Source: an optimization exercise on an open RTL-to-GDS flow (aim: small area, a short achievable clock period and few clock cycles per item). Production flows keep margins and buffers that such runs may drop.
RTL that was checked went through simulation tests only; none was proved equivalent to the original.

==> inputs of try-xenon <==
// top
module top(clk, rst, start, i, socin1, socin2, socin3, socin4,
           socout1, socout2, socout3, socout4, outReady);
clock: 5.0 ns
lec_check: 0
cap_margin: 20
core_margin: 2
core_utilization: 40
place_density: 0.6
setup_slack_margin: 2.4
slew_margin: 20
run.sh (not shown) runs the stock make flow with config.mk's settings and CLKGATE_MAP_FILE= SYNTH_SCRIPT=/design/flow/synth_recipe.tcl, a recipe that flattens the netlist after the stock synthesis.
==> try-quartz: changes against try-xenon <==
--- a/flow/design.v
+++ b/flow/design.v
@@ -10,11 +10,11 @@
   reg [12:0] c;             
   reg [9:0]  tpos_lo;       
   reg [1:0]  tpos_hi;
   reg [1:0]  tcar;
   reg [12:0] tneg;          
-  reg sh_c, sh_s, tpos_acc, tpos_fin, jcalc, first, r_it, r_init;
+  reg sh_c, sh_s, tpos_acc, tpos_fin, jcalc, first, r_init;
   reg m_s, m_n, m_p, horner, out_fix, out_sh;
   wire [12:0] c_n  = sh_c ? {i, c[12:1]} : c;
   wire        ng   = c[12];
   wire        ng_n = c_n[12];
   wire [9:0] sv1, sv2, sv3, sv4;      
@@ -35,13 +35,11 @@
       assign g3[m] = |sv3[9:m+1] | (sv3[m] & |sv3[m-1:0]);
       assign g4[m] = |sv4[9:m+1] | (sv4[m] & |sv4[m-1:0]);
     end
     assign all_m[m] = (g1[m] | !g1[0]) & (g2[m] | !g2[0]) & (g3[m] | !g3[0]) & (g4[m] | !g4[0]);
   end endgenerate
-  wire [9:0] r0 = all_m & ~{1'b0, all_m[9:1]};    
-  reg  [9:0] r0q;           
-  always @(posedge clk) r0q <= jcalc ? r0 : 10'd0;
+  wire [9:0] r0q = {10{first}} & rt & ~{rt[8:0], 1'b0};
   wire in_rec = (cnt >= 6'd13) & (cnt <= 6'd15);
   wire init   = (cnt == 6'd15) & (!ng | ((rt == 10'd0) & !colf));
   wire itf    = in_rec & (rt != 10'd0) & !init;
   wire [5:0] cnt_n = (cnt == 6'd0) ? {5'd0, start} :
                      (cnt == 6'd15) ? (init ? 6'd24 : 6'd15) :
@@ -57,20 +55,19 @@
     colf     <= colf_n;
   end
   always @(posedge clk) begin
     if (rst) begin
       cnt <= 6'd0;
-      {sh_c, sh_s, tpos_acc, tpos_fin, jcalc, first, r_it, r_init} <= 8'd0;
+      {sh_c, sh_s, tpos_acc, tpos_fin, jcalc, first, r_init} <= 7'd0;
       {m_s, m_n, m_p, horner, out_fix, out_sh, outReady} <= 7'd0;
     end else begin
     cnt      <= cnt_n;
     sh_c     <= (cnt_n >= 6'd2)  & (cnt_n <= 6'd14);
     sh_s     <= (cnt_n >= 6'd2)  & (cnt_n <= 6'd11);
     tpos_acc <= (cnt_n >= 6'd3)  & (cnt_n <= 6'd12);
     tpos_fin <= (cnt_n == 6'd12);
     jcalc    <= (cnt_n == 6'd12);
-    r_it     <= itf_n | ((cnt_n >= 6'd24) & (cnt_n <= 6'd34));
     r_init   <= init_n;
     first    <= jcalc;
     m_s      <= itf_n;
     m_n      <= ng_n & (cnt_n >= 6'd15) & !itf_n;
     m_p      <= !ng_n & (cnt_n >= 6'd15);
@@ -97,23 +94,26 @@
   always @(*) begin
     tinit = 13'd0;
     for (b = 0; b < 10; b = b + 1)
       tinit = tinit | (({10'd0, pco} << b) & {13{r0q[b]}});
   end
+  wire [12:0] tsum;
+  PADD #(12) tadd(.a(tneg[11:0]), .b({10'd0, pc[2:1]}), .ci(1'b0), .s(tsum[12:1]), .co());
+  assign tsum[0] = pc[0];
   always @(posedge clk) begin
     if (first) tneg <= tinit;
-    else if (colf) tneg <= {tneg[11:0], 1'b0} + {10'd0, pc};
+    else if (colf) tneg <= tsum;
   end
   wire [12:0] T = ({13{m_n}} & tneg) | ({13{m_p}} & {1'b0, tpos_hi, tpos_lo});
-  UNIT u1(clk, socin1, sh_s, jcalc, r0q, r_it, r_init, colf, m_s, horner, out_fix, out_sh, ng, c, T, sv1, q1, o1, socout1);
-  UNIT u2(clk, socin2, sh_s, jcalc, r0q, r_it, r_init, colf, m_s, horner, out_fix, out_sh, ng, c, T, sv2, q2, o2, socout2);
-  UNIT u3(clk, socin3, sh_s, jcalc, r0q, r_it, r_init, colf, m_s, horner, out_fix, out_sh, ng, c, T, sv3, q3, o3, socout3);
-  UNIT u4(clk, socin4, sh_s, jcalc, r0q, r_it, r_init, colf, m_s, horner, out_fix, out_sh, ng, c, T, sv4, q4, o4, socout4);
-endmodule
-module UNIT(clk, sin, sh_s, jcalc, r0, r_it, r_init, qcol, m_s, horner, out_fix, out_sh, ng, c, T,
+  UNIT u1(clk, socin1, sh_s, jcalc, first, r0q, r_init, colf, m_s, horner, out_fix, out_sh, ng, c, T, sv1, q1, o1, socout1);
+  UNIT u2(clk, socin2, sh_s, jcalc, first, r0q, r_init, colf, m_s, horner, out_fix, out_sh, ng, c, T, sv2, q2, o2, socout2);
+  UNIT u3(clk, socin3, sh_s, jcalc, first, r0q, r_init, colf, m_s, horner, out_fix, out_sh, ng, c, T, sv3, q3, o3, socout3);
+  UNIT u4(clk, socin4, sh_s, jcalc, first, r0q, r_init, colf, m_s, horner, out_fix, out_sh, ng, c, T, sv4, q4, o4, socout4);
+endmodule
+module UNIT(clk, sin, sh_s, jcalc, first, r0, r_init, qcol, m_s, horner, out_fix, out_sh, ng, c, T,
             s, qr, one, out);
-  input clk, sin, sh_s, jcalc, r_it, r_init, qcol, m_s, horner, out_fix, out_sh, ng;
+  input clk, sin, sh_s, jcalc, first, r_init, qcol, m_s, horner, out_fix, out_sh, ng;
   input [9:0] r0;
   input [12:0] c;
   input [12:0] T;
   output [9:0] s;
   output qr, out;
@@ -128,27 +128,78 @@
   assign qr = q & valq;
   wire [12:0] M   = ({13{m_s}} & {3'b000, s}) | T;
   wire [10:0] w   = ng ? {one, S[9:0]} : {1'b0, s};
   wire [13:0] X   = r_init ? {3'b000, w} : {R[12:0] | {3'b000, r0}, 1'b0};
   wire        sub = r_init | q;
-  wire [14:0] Rs  = {X, 1'b1} + {{1'b0, M} ^ {14{sub}}, sub};    
-  wire [13:0] Rn  = Rs[14:1];
+  wire [13:0] Rn;
+  PADD #(14) radd(.a(X), .b({1'b0, M} ^ {14{sub}}), .ci(sub), .s(Rn), .co());
   always @(posedge clk) R <= jcalc ? 14'd0 : Rn;
   reg  [1:0]  d;
   reg         sp;
-  wire [14:0] lo  = {1'b0, S[12:0], 1'b0} + {2'b00, c & {13{q}}};
+  wire [14:0] lo;
+  PADD #(14) ladd(.a({1'b0, S[12:0]}), .b({2'b00, c[12:1] & {12{q}}}), .ci(1'b0), .s(lo[14:1]), .co());
+  assign lo[0] = c[0] & q;
   wire [11:0] e   = sp ? ((d == 2'd0) ? 12'hfff : {10'd0, d - 2'd1}) : {10'd0, d};
-  wire [11:0] hx  = S[24:13] + e;
+  wire [11:0] hx;
+  PADD #(12) hadd(.a(S[24:13]), .b(e), .ci(1'b0), .s(hx), .co());
   always @(posedge clk) begin
     if (r_init) begin d <= 2'd0; sp <= 1'b0; end
     else if (horner) begin d <= lo[14:13]; sp <= q & c[12]; end
   end
   always @(posedge clk) begin
-    if (horner) S <= {hx[10:0], 1'b0, lo[12:0]};
+    if (horner) S[24:15] <= hx[10:1];
     else if (sh_s) S[24:15] <= {sin, S[24:16]};
-    else if (r_init) S <= 25'd0;
-    else if (jcalc) S[9:0] <= 10'd0;
-    else if (qcol) S[9:0] <= {S[8:0], qr};
-    else if (out_fix) S <= {hx[11], hx, S[12:1]};
-    else if (out_sh) S <= {S[24], S[24:1]};
-  end
-endmodule
+    else if (r_init) S[24:15] <= 10'd0;
+    else if (out_fix) S[24:15] <= {hx[11], hx[11:3]};
+    else if (out_sh) S[24:15] <= {S[24], S[24:16]};
+  end
+  always @(posedge clk) begin
+    if (horner) S[14:0] <= {hx[0], 1'b0, lo[12:0]};
+    else if (r_init) S[14:0] <= 15'd0;
+    else if (first) S[14:0] <= {S[15:11], 10'd0};
+    else if (qcol) S[14:0] <= {S[15:11], S[8:0], qr};
+    else if (out_fix) S[14:0] <= {hx[2:0], S[12:1]};
+    else S[14:0] <= S[15:1];
+  end
+endmodule
+module PADD #(parameter N = 8, parameter L = 4) (a, b, ci, s, co);    
+  input  [N-1:0] a, b;
+  input  ci;
+  output [N-1:0] s;
+  output co;
+  wire [N:0] g [0:L];
+  wire [N:0] p [0:L];
+  assign g[0][0] = ci;
+  assign p[0][0] = 1'b0;
+  assign g[0][N:1] = a & b;
+  assign p[0][N:1] = a ^ b;
+  genvar l, i;
+  generate for (l = 0; l < L; l = l + 1) begin : lv
+    for (i = 0; i <= N; i = i + 1) begin : cl
+      if (((i >> l) & 1) == 1) begin : mrg
+        localparam J = ((i >> l) << l) - 1;
+        if (J < (1 << l)) begin : gray
+          PG_G u(.gh(g[l][i]), .ph(p[l][i]), .gl(g[l][J]), .g(g[l+1][i]));
+          assign p[l+1][i] = 1'b0;
+        end else begin : black
+          PG_B u(.gh(g[l][i]), .ph(p[l][i]), .gl(g[l][J]), .pl(p[l][J]), .g(g[l+1][i]), .p(p[l+1][i]));
+        end
+      end else begin : pass
+        assign g[l+1][i] = g[l][i];
+        assign p[l+1][i] = p[l][i];
+      end
+    end
+  end endgenerate
+  assign s  = p[0][N:1] ^ g[L][N-1:0];
+  assign co = g[L][N];
+endmodule
+module PG_G(gh, ph, gl, g);
+  input gh, ph, gl;
+  output g;
+  assign g = gh | (ph & gl);
+endmodule
+module PG_B(gh, ph, gl, pl, g, p);
+  input gh, ph, gl, pl;
+  output g, p;
+  assign g = gh | (ph & gl);
+  assign p = ph & pl;
+endmodule
--- a/flow/config.mk
+++ b/flow/config.mk
@@ -6,8 +6,10 @@
 export NUM_CORES = 4
 export LEC_CHECK = 0
 export CAP_MARGIN = 20
 export CORE_MARGIN = 2
 export CORE_UTILIZATION = 40
+export CTS_CLUSTER_DIAMETER = 100
+export CTS_CLUSTER_SIZE = 25
 export PLACE_DENSITY = 0.6
-export SETUP_SLACK_MARGIN = 2.4
+export SETUP_SLACK_MARGIN = 1.7
 export SLEW_MARGIN = 20
==> try-onyx: changes against try-xenon <==
--- a/flow/design.v
+++ b/flow/design.v
@@ -5,10 +5,11 @@
   output socout1, socout2, socout3, socout4;
   output reg outReady;
   reg [5:0] cnt;            
   reg [9:0] rt;             
   reg       colf;           
+  reg       colf2;          
   reg [12:0] c;             
   reg [9:0]  tpos_lo;       
   reg [1:0]  tpos_hi;
   reg [1:0]  tcar;
   reg [12:0] tneg;          
@@ -39,24 +40,25 @@
   end endgenerate
   wire [9:0] r0 = all_m & ~{1'b0, all_m[9:1]};    
   reg  [9:0] r0q;           
   always @(posedge clk) r0q <= jcalc ? r0 : 10'd0;
   wire in_rec = (cnt >= 6'd13) & (cnt <= 6'd15);
-  wire init   = (cnt == 6'd15) & (!ng | ((rt == 10'd0) & !colf));
+  wire init   = (cnt == 6'd15) & (!ng | ((rt == 10'd0) & !colf & !colf2));
   wire itf    = in_rec & (rt != 10'd0) & !init;
   wire [5:0] cnt_n = (cnt == 6'd0) ? {5'd0, start} :
                      (cnt == 6'd15) ? (init ? 6'd24 : 6'd15) :
                      (cnt == 6'd48) ? 6'd0 : cnt + 6'd1;
   wire [9:0] rt_n = jcalc ? {1'b1, ~all_m[9:1]} : itf ? {rt[8:0], 1'b0} : rt;
   wire colf_n = itf;
   wire in_rec_n = (cnt_n >= 6'd13) & (cnt_n <= 6'd15);
   wire rcnz_n   = jcalc | (itf ? |rt[8:0] : |rt);
-  wire init_n   = (cnt_n == 6'd15) & (!ng_n | (!rcnz_n & !colf_n));
+  wire init_n   = (cnt_n == 6'd15) & (!ng_n | (!rcnz_n & !colf_n & !colf));
   wire itf_n    = in_rec_n & rcnz_n & !init_n;
   always @(posedge clk) begin
     rt       <= rt_n;
     colf     <= colf_n;
+    colf2    <= colf;
   end
   always @(posedge clk) begin
     if (rst) begin
       cnt <= 6'd0;
       {sh_c, sh_s, tpos_acc, tpos_fin, jcalc, first, r_it, r_init} <= 8'd0;
@@ -88,22 +90,27 @@
       tcar <= ssum[2:1];
       tpos_lo <= {ssum[0], tpos_lo[9:1]};
       if (tpos_fin) tpos_hi <= ssum[2:1];
     end
   end
-  wire [2:0] pc  = q1 + q2 + q3 + q4;
+  wire [2:0] pcn = q1 + q2 + q3 + q4;
+  reg  [2:0] pc;            
+  always @(posedge clk) pc <= pcn;
   wire [2:0] pco = o1 + o2 + o3 + o4;
   reg [12:0] tinit;         
   integer b;
   always @(*) begin
     tinit = 13'd0;
     for (b = 0; b < 10; b = b + 1)
       tinit = tinit | (({10'd0, pco} << b) & {13{r0q[b]}});
   end
+  wire [12:0] tsum;
+  PADD #(12) tadd(.a(tneg[11:0]), .b({10'd0, pc[2:1]}), .ci(1'b0), .s(tsum[12:1]), .co());
+  assign tsum[0] = pc[0];
   always @(posedge clk) begin
     if (first) tneg <= tinit;
-    else if (colf) tneg <= {tneg[11:0], 1'b0} + {10'd0, pc};
+    else if (colf2) tneg <= tsum;
   end
   wire [12:0] T = ({13{m_n}} & tneg) | ({13{m_p}} & {1'b0, tpos_hi, tpos_lo});
   UNIT u1(clk, socin1, sh_s, jcalc, r0q, r_it, r_init, colf, m_s, horner, out_fix, out_sh, ng, c, T, sv1, q1, o1, socout1);
   UNIT u2(clk, socin2, sh_s, jcalc, r0q, r_it, r_init, colf, m_s, horner, out_fix, out_sh, ng, c, T, sv2, q2, o2, socout2);
   UNIT u3(clk, socin3, sh_s, jcalc, r0q, r_it, r_init, colf, m_s, horner, out_fix, out_sh, ng, c, T, sv3, q3, o3, socout3);
@@ -128,18 +135,21 @@
   assign qr = q & valq;
   wire [12:0] M   = ({13{m_s}} & {3'b000, s}) | T;
   wire [10:0] w   = ng ? {one, S[9:0]} : {1'b0, s};
   wire [13:0] X   = r_init ? {3'b000, w} : {R[12:0] | {3'b000, r0}, 1'b0};
   wire        sub = r_init | q;
-  wire [14:0] Rs  = {X, 1'b1} + {{1'b0, M} ^ {14{sub}}, sub};    
-  wire [13:0] Rn  = Rs[14:1];
+  wire [13:0] Rn;
+  PADD #(14) radd(.a(X), .b({1'b0, M} ^ {14{sub}}), .ci(sub), .s(Rn), .co());
   always @(posedge clk) R <= jcalc ? 14'd0 : Rn;
   reg  [1:0]  d;
   reg         sp;
-  wire [14:0] lo  = {1'b0, S[12:0], 1'b0} + {2'b00, c & {13{q}}};
+  wire [14:0] lo;
+  PADD #(14) ladd(.a({1'b0, S[12:0]}), .b({2'b00, c[12:1] & {12{q}}}), .ci(1'b0), .s(lo[14:1]), .co());
+  assign lo[0] = c[0] & q;
   wire [11:0] e   = sp ? ((d == 2'd0) ? 12'hfff : {10'd0, d - 2'd1}) : {10'd0, d};
-  wire [11:0] hx  = S[24:13] + e;
+  wire [11:0] hx;
+  PADD #(12) hadd(.a(S[24:13]), .b(e), .ci(1'b0), .s(hx), .co());
   always @(posedge clk) begin
     if (r_init) begin d <= 2'd0; sp <= 1'b0; end
     else if (horner) begin d <= lo[14:13]; sp <= q & c[12]; end
   end
   always @(posedge clk) begin
@@ -150,5 +160,48 @@
     else if (qcol) S[9:0] <= {S[8:0], qr};
     else if (out_fix) S <= {hx[11], hx, S[12:1]};
     else if (out_sh) S <= {S[24], S[24:1]};
   end
 endmodule
+module PADD #(parameter N = 8) (a, b, ci, s, co);
+  input  [N-1:0] a, b;
+  input  ci;
+  output [N-1:0] s;
+  output co;
+  localparam L = $clog2(N + 1);
+  wire [N:0] g [0:L];
+  wire [N:0] p [0:L];
+  assign g[0][0] = ci;
+  assign p[0][0] = 1'b0;
+  assign g[0][N:1] = a & b;
+  assign p[0][N:1] = a ^ b;
+  genvar l, i;
+  generate for (l = 0; l < L; l = l + 1) begin : lv
+    for (i = 0; i <= N; i = i + 1) begin : cl
+      if (((i >> l) & 1) == 1) begin : mrg
+        localparam J = ((i >> l) << l) - 1;
+        if (J < (1 << l)) begin : gray
+          PG_G u(.gh(g[l][i]), .ph(p[l][i]), .gl(g[l][J]), .g(g[l+1][i]));
+          assign p[l+1][i] = 1'b0;
+        end else begin : black
+          PG_B u(.gh(g[l][i]), .ph(p[l][i]), .gl(g[l][J]), .pl(p[l][J]), .g(g[l+1][i]), .p(p[l+1][i]));
+        end
+      end else begin : pass
+        assign g[l+1][i] = g[l][i];
+        assign p[l+1][i] = p[l][i];
+      end
+    end
+  end endgenerate
+  assign s  = p[0][N:1] ^ g[L][N-1:0];
+  assign co = g[L][N];
+endmodule
+module PG_G(gh, ph, gl, g);
+  input gh, ph, gl;
+  output g;
+  assign g = gh | (ph & gl);
+endmodule
+module PG_B(gh, ph, gl, pl, g, p);
+  input gh, ph, gl, pl;
+  output g, p;
+  assign g = gh | (ph & gl);
+  assign p = ph & pl;
+endmodule
--- a/flow/config.mk
+++ b/flow/config.mk
@@ -7,7 +7,9 @@
 export LEC_CHECK = 0
 export CAP_MARGIN = 20
 export CORE_MARGIN = 2
 export CORE_UTILIZATION = 40
 export PLACE_DENSITY = 0.6
-export SETUP_SLACK_MARGIN = 2.4
+export SETUP_SLACK_MARGIN = 2.6
 export SLEW_MARGIN = 20
+export SYNTH_HIERARCHICAL = 1
+export SYNTH_MINIMUM_KEEP_SIZE = 0
==> comparison table <==
Run status: try-quartz no timing/DRC/antenna violations; try-xenon no timing/DRC/antenna violations; try-onyx no timing/DRC/antenna violations
Summed area of non-filler cells in the final layout: try-quartz 20,300 um^2; try-xenon 25,800 um^2; try-onyx 28,400 um^2
Count of vias placed by the detailed router: try-quartz 15,797; try-xenon 18,619; try-onyx 18,873
Placeable Area: try-quartz 45,400 um^2; try-xenon 49,000 um^2; try-onyx 53,900 um^2
Area growth syn-to-layout: try-quartz 10.3%; try-xenon 30.0%; try-onyx 30.1%
XOR/XNOR share of the synthesized area: try-quartz 6.71%; try-xenon 8.26%; try-onyx -
Cell seen most often among critical-path stages: try-quartz sky130_fd_sc_hd__a21o_1; try-xenon sky130_fd_sc_hd__nor2_2; try-onyx sky130_fd_sc_hd__a21o_1
Wire length on met3: try-quartz 3500 um; try-xenon 5100 um; try-onyx 4410 um
Critical Path Stages: try-quartz 12; try-xenon 14; try-onyx 10
Antenna cells: try-quartz 0; try-xenon 0; try-onyx 1
Number of synthesized flops with an enable pin: try-quartz 94; try-xenon 150; try-onyx -
Required time at the worst-slack endpoint: try-quartz 5.28 ns; try-xenon 5.31 ns; try-onyx 5.47 ns
Aggregate global-route resource usage: try-quartz 24.1%; try-xenon 26.1%; try-onyx 24.3%
First-pass GRT wire length: try-quartz 89,200 um; try-xenon 102,000 um; try-onyx 108,000 um
Clock slew at reported path FFs: try-quartz 0.09 ns; try-xenon 0.06 ns; try-onyx 0.06 ns
Wire length on met2: try-quartz 26,700 um; try-xenon 32,500 um; try-onyx 33,000 um
Syn avg cell area: try-quartz 8.72 um^2; try-xenon 8.82 um^2; try-onyx 9.50 um^2
Number of flip-flops and latches: try-quartz 246; try-xenon 256; try-onyx 260
Testbench counts of try-quartz, summed over its fixed seeds: cycles 21,091, items 512.
Function not checked in try-xenon and try-onyx: the RTL went through the layout flow alone.

static timing again, ports no longer ideal:
How much do the figures lean on ideal ports? The routed layouts below were timed once more, with nothing changed but the port constraints. Step 1: set_driving_cell puts a clkbuf_16 on clk and a buf_2 on each other input, an assumption about the parent block. Step 2 also shifts input and output timing later by t, the mid clock arrival at the registers, as if the neighbouring blocks saw the same clock. Slacks: ideal ports / drivers / drivers and shift; pairs: ideal ports / drivers.
| run | t (ns) | setup slack, ns | worst setup path at the end | clock arrival spread, ns | pins driven straight from the clock port |
|---|---|---|---|---|---|
| try-xenon | 0.605 | 1.859 / 1.859 / 1.859 | register to register | 0.031 / 0.031 | 1 |
| try-quartz | 0.577 | 1.780 / 1.780 / 1.780 | register to register | 0.046 / 0.046 | 1 |
| try-onyx | 0.647 | 2.362 / 2.362 / 2.316 | input to register | 0.011 / 0.011 | 1 |
After both steps every run listed still meets setup and hold. For try-onyx, which loses most, drivers alone change the setup slack by 0.000 ns; drivers and shift together by -0.046 ns.
